This design comes from an exercise in tuning for small area on the open sky130 flow, not from production work.
RTL that was checked went through simulation tests only; none was proved equivalent to the original.
No driver is modelled on the clock port, so clock power and skew are understated where the tree is cut down; a real chip needs a root buffer or a tree.
No activity file was given, so power comes from the tool's default toggle rates.

Setup of run A:
==> module uart_controller_rx, before the edit <==
module uart_controller_rx (clk, reset, rx, data_ready, data_out);
    input clk, reset, rx;
    output data_ready;
    output [7:0] data_out;
    reg  [6:0] rc;
    reg        busy;
    reg  [8:0] rs;
    wire rtick = (rc == 7'b1000100);                       
    wire rfb   = rc[6] ^ rc[5] ^ rc[1] ^ rc[0] ^ ~|rc[5:0];
    wire rzero = ~|rs;
    wire rstop = rs[0];
    assign data_ready = rstop & rtick;
    assign data_out   = rs[8:1];
    always @(posedge clk)
        rc <= busy ? {rc[5:0], rfb} : (rstop ? 7'b0010011 : 7'b0000001);    
    always @(posedge clk, posedge reset) begin
        if (reset)
            busy <= 1'b0;
        else if (~busy)
            busy <= ~rx;
        else if (data_ready)
            busy <= 1'b0;
    end
    wire rsh = rtick & ~rstop & busy;
    always @(posedge clk)
        rs[8:1] <= rsh ? {rx | rzero, rs[8:2]} : (rs[8:1] & {8{busy}});
    always @(posedge clk, posedge reset) begin
        if (reset)
            rs[0] <= 1'b0;
        else
            rs[0] <= rsh ? rs[1] : (rs[0] & busy);
    end
endmodule
==> flow/config.mk <==
export PLATFORM = sky130hd
export DESIGN_NAME = home_automation
export DESIGN_NICKNAME = home_automation
export VERILOG_FILES = /design/flow/design.v
export SDC_FILE = /design/flow/constraint.sdc
export NUM_CORES = 4
export LEC_CHECK = 0
export CAP_MARGIN = 20
export CORE_MARGIN = 2
export CORE_UTILIZATION = 40
export PLACE_DENSITY = 0.6
export SLEW_MARGIN = 20
==> flow/constraint.sdc <==
create_clock -name core_clock -period 10.0 [get_ports {clk}]
set_input_delay 2.0000 -clock core_clock [delete_from_list [all_inputs] [get_ports {clk}]]
set_output_delay 2.0000 -clock core_clock [all_outputs]
set_load 0.01 [all_outputs]
standard.sh (not shown) runs the stock make flow with config.mk's settings and CLKGATE_MAP_FILE= SYNTH_SCRIPT=/design/flow/synth_recipe.tcl, a recipe that flattens the netlist after the stock synthesis.
==> flow/flow/run.sh <==
#!/bin/bash
# The standard layout (standard.sh) with these changes:
#  - synthesis is the standard synthesis script with only the ABC mapping
#    script replaced by an area-oriented one (flow/area.abc); registers are
#    mapped before ABC runs, so they are the standard synthesis's registers;
#  - after synthesis (POST_SYNTH hook) every combinational cell is given its
#    smallest drive strength; the standard repair steps resize where needed;
#  - input/output port buffers are sky130_fd_sc_hd__buf_1;
#  - the clock tree uses small clock buffers and no dummy loads; after
#    clock_tree_synthesis (POST_CTS hook, flow/clock_tree.tcl) its eight leaf
#    buffers are regrouped into four clusters around the registers' centroids.
# All ORFS logs stay under orfs/logs; make's own output goes to standard_flow.log.
set -euo pipefail
HERE=$(pwd)
# synthesis script: synth_recipe.tcl, sourcing a copy of ORFS synth.tcl whose
# abc call uses flow/area.abc as its script
sed 's#log_cmd abc {\*}$abc_args#set si [expr {[lsearch $abc_args -script] + 1}]\nset abc_args [lreplace $abc_args $si $si '"$HERE"'/flow/area.abc]\nlog_cmd abc {*}$abc_args#' \
  "$FLOW_HOME/scripts/synth.tcl" > "$HERE/synth_area.tcl"
grep -q 'flow/area.abc' "$HERE/synth_area.tcl"
sed 's#source $::env(SCRIPTS_DIR)/synth.tcl#source '"$HERE"'/synth_area.tcl#' synth_recipe.tcl > "$HERE/synth_recipe_area.tcl"
grep -q 'synth_area.tcl' "$HERE/synth_recipe_area.tcl"
CTS="-sink_clustering_enable -repair_clock_nets -buf_list {sky130_fd_sc_hd__clkbuf_4 sky130_fd_sc_hd__clkbuf_8} -root_buf sky130_fd_sc_hd__clkbuf_8 -dont_use_dummy_load"
bash standard.sh "CLK_NO_ROOT=1" \
  "SYNTH_SCRIPT=$HERE/synth_recipe_area.tcl" \
  "ABC_AREA=1" \
  "POST_SYNTH_TCL=$HERE/flow/downsize.tcl" \
  "BUFFER_PORTS_ARGS=-buffer_cell sky130_fd_sc_hd__buf_1" \
  "CTS_ARGS=$CTS" \
  "POST_CTS_TCL=$HERE/flow/clock_tree.tcl" \
  finish > standard_flow.log 2>&1
Other scripts of this flow, unchanged in this note and not shown: flow/flow/area.abc, flow/flow/clock_tree.tcl, flow/flow/downsize.tcl
The inputs of run B differ from those of run A as listed below.
--- a/flow/design.v
+++ b/flow/design.v
@@ -5,33 +5,30 @@
     reg  [6:0] rc;
     reg        busy;
     reg  [8:0] rs;
     wire rtick = (rc == 7'b1000100);                       
     wire rfb   = rc[6] ^ rc[5] ^ rc[1] ^ rc[0] ^ ~|rc[5:0];
+    wire ren   = busy | ~rx;
     wire rzero = ~|rs;
     wire rstop = rs[0];
     assign data_ready = rstop & rtick;
     assign data_out   = rs[8:1];
+    always @(posedge clk, posedge reset) begin
+        if (reset) begin
+            rc   <= 7'd0;
+            busy <= 1'b0;
+        end else begin
+            rc <= ren ? {rc[5:0], rfb} : 7'd0;
+            if (~busy)
+                busy <= ~rx;
+            else if (data_ready)
+                busy <= 1'b0;
+        end
+    end
+    wire rsh = rtick & ~rstop;
     always @(posedge clk)
-        rc <= busy ? {rc[5:0], rfb} : (rstop ? 7'b0010011 : 7'b0000001);    
-    always @(posedge clk, posedge reset) begin
-        if (reset)
-            busy <= 1'b0;
-        else if (~busy)
-            busy <= ~rx;
-        else if (data_ready)
-            busy <= 1'b0;
-    end
-    wire rsh = rtick & ~rstop & busy;
-    always @(posedge clk)
-        rs[8:1] <= rsh ? {rx | rzero, rs[8:2]} : (rs[8:1] & {8{busy}});
-    always @(posedge clk, posedge reset) begin
-        if (reset)
-            rs[0] <= 1'b0;
-        else
-            rs[0] <= rsh ? rs[1] : (rs[0] & busy);
-    end
+        rs <= rsh ? {rx | rzero, rs[8:1]} : (rs & {9{busy}});
 endmodule
 module uart_controller_tx (clk, reset, tx, level);
     input clk, reset;
     input [1:0] level;
     output tx;
[summary]
Run B: full flow OK, the timing, design-rule and antenna checks passed. Run B vs. run A: area added between synthesis and finish held, total power went up about 11%, multi-input combinational cell area went down about 1.5%, chip area line of the yosys report went up 0.38%, maximum frequency went down 2.1%. Compare run A and run B | global-route usage lower: run B.


home_automation with an RTL version that a note above also has.
Size in the first run: roughly 270 cells after synthesis, roughly 78 flip-flops, ~71 I/O pins.
==> module uart_controller_tx, before the edit <==
module uart_controller_tx (clk, reset, tx, level);
    input clk, reset;
    input [1:0] level;
    output tx;
    reg  [6:0] tc;
    reg  [3:0] q;
    wire tsend = |level;
    wire tidle = ~|q;
    wire ten   = ~tidle | tsend;
    wire ttick = (tc == 7'b1100000);                       
    wire tfb   = tc[6] ^ tc[5] ^ tc[1] ^ tc[0];
    always @(posedge clk)
        tc <= ten ? {tc[5:0], tfb} : 7'b0000001;
    always @(posedge clk, posedge reset) begin
        if (reset) begin
            q  <= 4'b0000;
        end else begin
            if (tidle & tsend) begin
                q <= {2'b10, level};
            end else if (ttick) begin
                if (~q[3])                 q <= {1'b0, q[1:0], q[2] ^ (q[0] | ~q[1])};
                else if (q[1:0] == 2'b00)  q <= 4'b0001;
                else if (~q[2])            q <= {2'b11, q[1:0]};
                else                       q <= {1'b1, q[1], 2'b00};
            end
        end
    end
    assign tx = q[3] ? (q[2] & (q[0] | ~q[1])) : (~q[1] & ~q[0]);
endmodule
==> flow/config.mk <==
export PLATFORM = sky130hd
export DESIGN_NAME = home_automation
export DESIGN_NICKNAME = home_automation
export VERILOG_FILES = /design/flow/design.v
export SDC_FILE = /design/flow/constraint.sdc
export NUM_CORES = 4
export LEC_CHECK = 0
export CAP_MARGIN = 20
export CORE_MARGIN = 2
export CORE_UTILIZATION = 40
export PLACE_DENSITY = 0.6
export SLEW_MARGIN = 20
==> flow/constraint.sdc <==
create_clock -name core_clock -period 10.0 [get_ports {clk}]
set_input_delay 2.0000 -clock core_clock [delete_from_list [all_inputs] [get_ports {clk}]]
set_output_delay 2.0000 -clock core_clock [all_outputs]
set_load 0.01 [all_outputs]
==> flow/flow/run.sh <==
#!/bin/bash
# The standard layout (standard.sh) with these changes:
#  - synthesis is the standard synthesis script with only the ABC mapping
#    script replaced by an area-oriented one (flow/area.abc); registers are
#    mapped before ABC runs, so they are the standard synthesis's registers;
#  - after synthesis (POST_SYNTH hook) every combinational cell is given its
#    smallest drive strength; the standard repair steps resize where needed;
#  - input/output port buffers are sky130_fd_sc_hd__buf_1;
#  - the clock tree uses small clock buffers and no dummy loads; after
#    clock_tree_synthesis (POST_CTS hook, flow/clock_tree.tcl) its eight leaf
#    buffers are regrouped into four clusters around the registers' centroids.
# All ORFS logs stay under orfs/logs; make's own output goes to standard_flow.log.
set -euo pipefail
HERE=$(pwd)
# synthesis script: synth_recipe.tcl, sourcing a copy of ORFS synth.tcl whose
# abc call uses flow/area.abc as its script
sed 's#log_cmd abc {\*}$abc_args#set si [expr {[lsearch $abc_args -script] + 1}]\nset abc_args [lreplace $abc_args $si $si '"$HERE"'/flow/area.abc]\nlog_cmd abc {*}$abc_args#' \
  "$FLOW_HOME/scripts/synth.tcl" > "$HERE/synth_area.tcl"
grep -q 'flow/area.abc' "$HERE/synth_area.tcl"
sed 's#source $::env(SCRIPTS_DIR)/synth.tcl#source '"$HERE"'/synth_area.tcl#' synth_recipe.tcl > "$HERE/synth_recipe_area.tcl"
grep -q 'synth_area.tcl' "$HERE/synth_recipe_area.tcl"
CTS="-sink_clustering_enable -repair_clock_nets -buf_list {sky130_fd_sc_hd__clkbuf_4 sky130_fd_sc_hd__clkbuf_8} -root_buf sky130_fd_sc_hd__clkbuf_8 -dont_use_dummy_load"
bash standard.sh \
  "SYNTH_SCRIPT=$HERE/synth_recipe_area.tcl" \
  "ABC_AREA=1" \
  "POST_SYNTH_TCL=$HERE/flow/downsize.tcl" \
  "BUFFER_PORTS_ARGS=-buffer_cell sky130_fd_sc_hd__buf_1" \
  "CTS_ARGS=$CTS" \
  "POST_CTS_TCL=$HERE/flow/clock_tree.tcl" \
  finish > standard_flow.log 2>&1
Other scripts of this flow, unchanged in this note and not shown: flow/flow/area.abc, flow/flow/clock_tree.tcl, flow/flow/downsize.tcl
The starting point went through all stages and came out clean.
==> next run, changes <==
--- a/flow/design.v
+++ b/flow/design.v
@@ -48,14 +48,14 @@
             if (tidle & tsend) begin
                 q <= {2'b10, level};
             end else if (ttick) begin
-                if (~q[3])                 q <= {1'b0, q[1:0], q[2] ^ (q[0] | ~q[1])};
+                if (~q[3])                 q <= {1'b0, q[2:0] + 3'd1};
                 else if (q[1:0] == 2'b00)  q <= 4'b0001;
                 else if (~q[2])            q <= {2'b11, q[1:0]};
                 else                       q <= {1'b1, q[1], 2'b00};
             end
         end
     end
-    assign tx = q[3] ? (q[2] & (q[0] | ~q[1])) : (~q[1] & ~q[0]);
+    assign tx = q[3] ? (q[2] & (q[0] | ~q[1])) : ((q[2:0] == 3'd0) | (q[2:0] == 3'd7));
 endmodule
 module panel_controller (clk, reset, uart_rx_done, uart_rx_data,
     emergency_control_valid, ECO_mod_valid_r, ac_working_mode_r, person_count_r, security_control_valid_r);
Effect: Cell area increases by 1.5%; non-clock buffer count rose by 1; worst hold slack improved by 0.0047 ns; maximum frequency came out lower by 2.8%; setup slack loses 0.20 ns; routed wire length came out higher by 2.2%.
Only the layout flow was run in the second run of this note; the RTL was not checked for function there.

## static timing again, ports no longer ideal
Ports are ideal in the flow. The routed layouts listed here were re-timed in OpenROAD.
Step 1: set_driving_cell puts a clkbuf_16 on clk and a buf_2 on each other input, an assumption about the parent block.
Step 2 moves the port delays by t, midway between the first and last clock arrival at a register: inputs arrive t later, outputs are due t later. That takes back most of the time a late clock gives input paths.
a / b / c = ideal ports / drivers / drivers and shift; a / b = the first two.
run	t, ns	setup WS [ns]	worst setup path at the end
run A	0.224	3.049 / 3.049 / 3.049	register to register
run B	0.220	2.902 / 2.902 / 2.902	register to register
the first run of note 2	0.395	2.929 / 2.929 / 2.929	register to register
the second run of note 2	0.396	2.728 / 2.728 / 2.728	register to register
After both steps setup and hold are still met in every run listed.
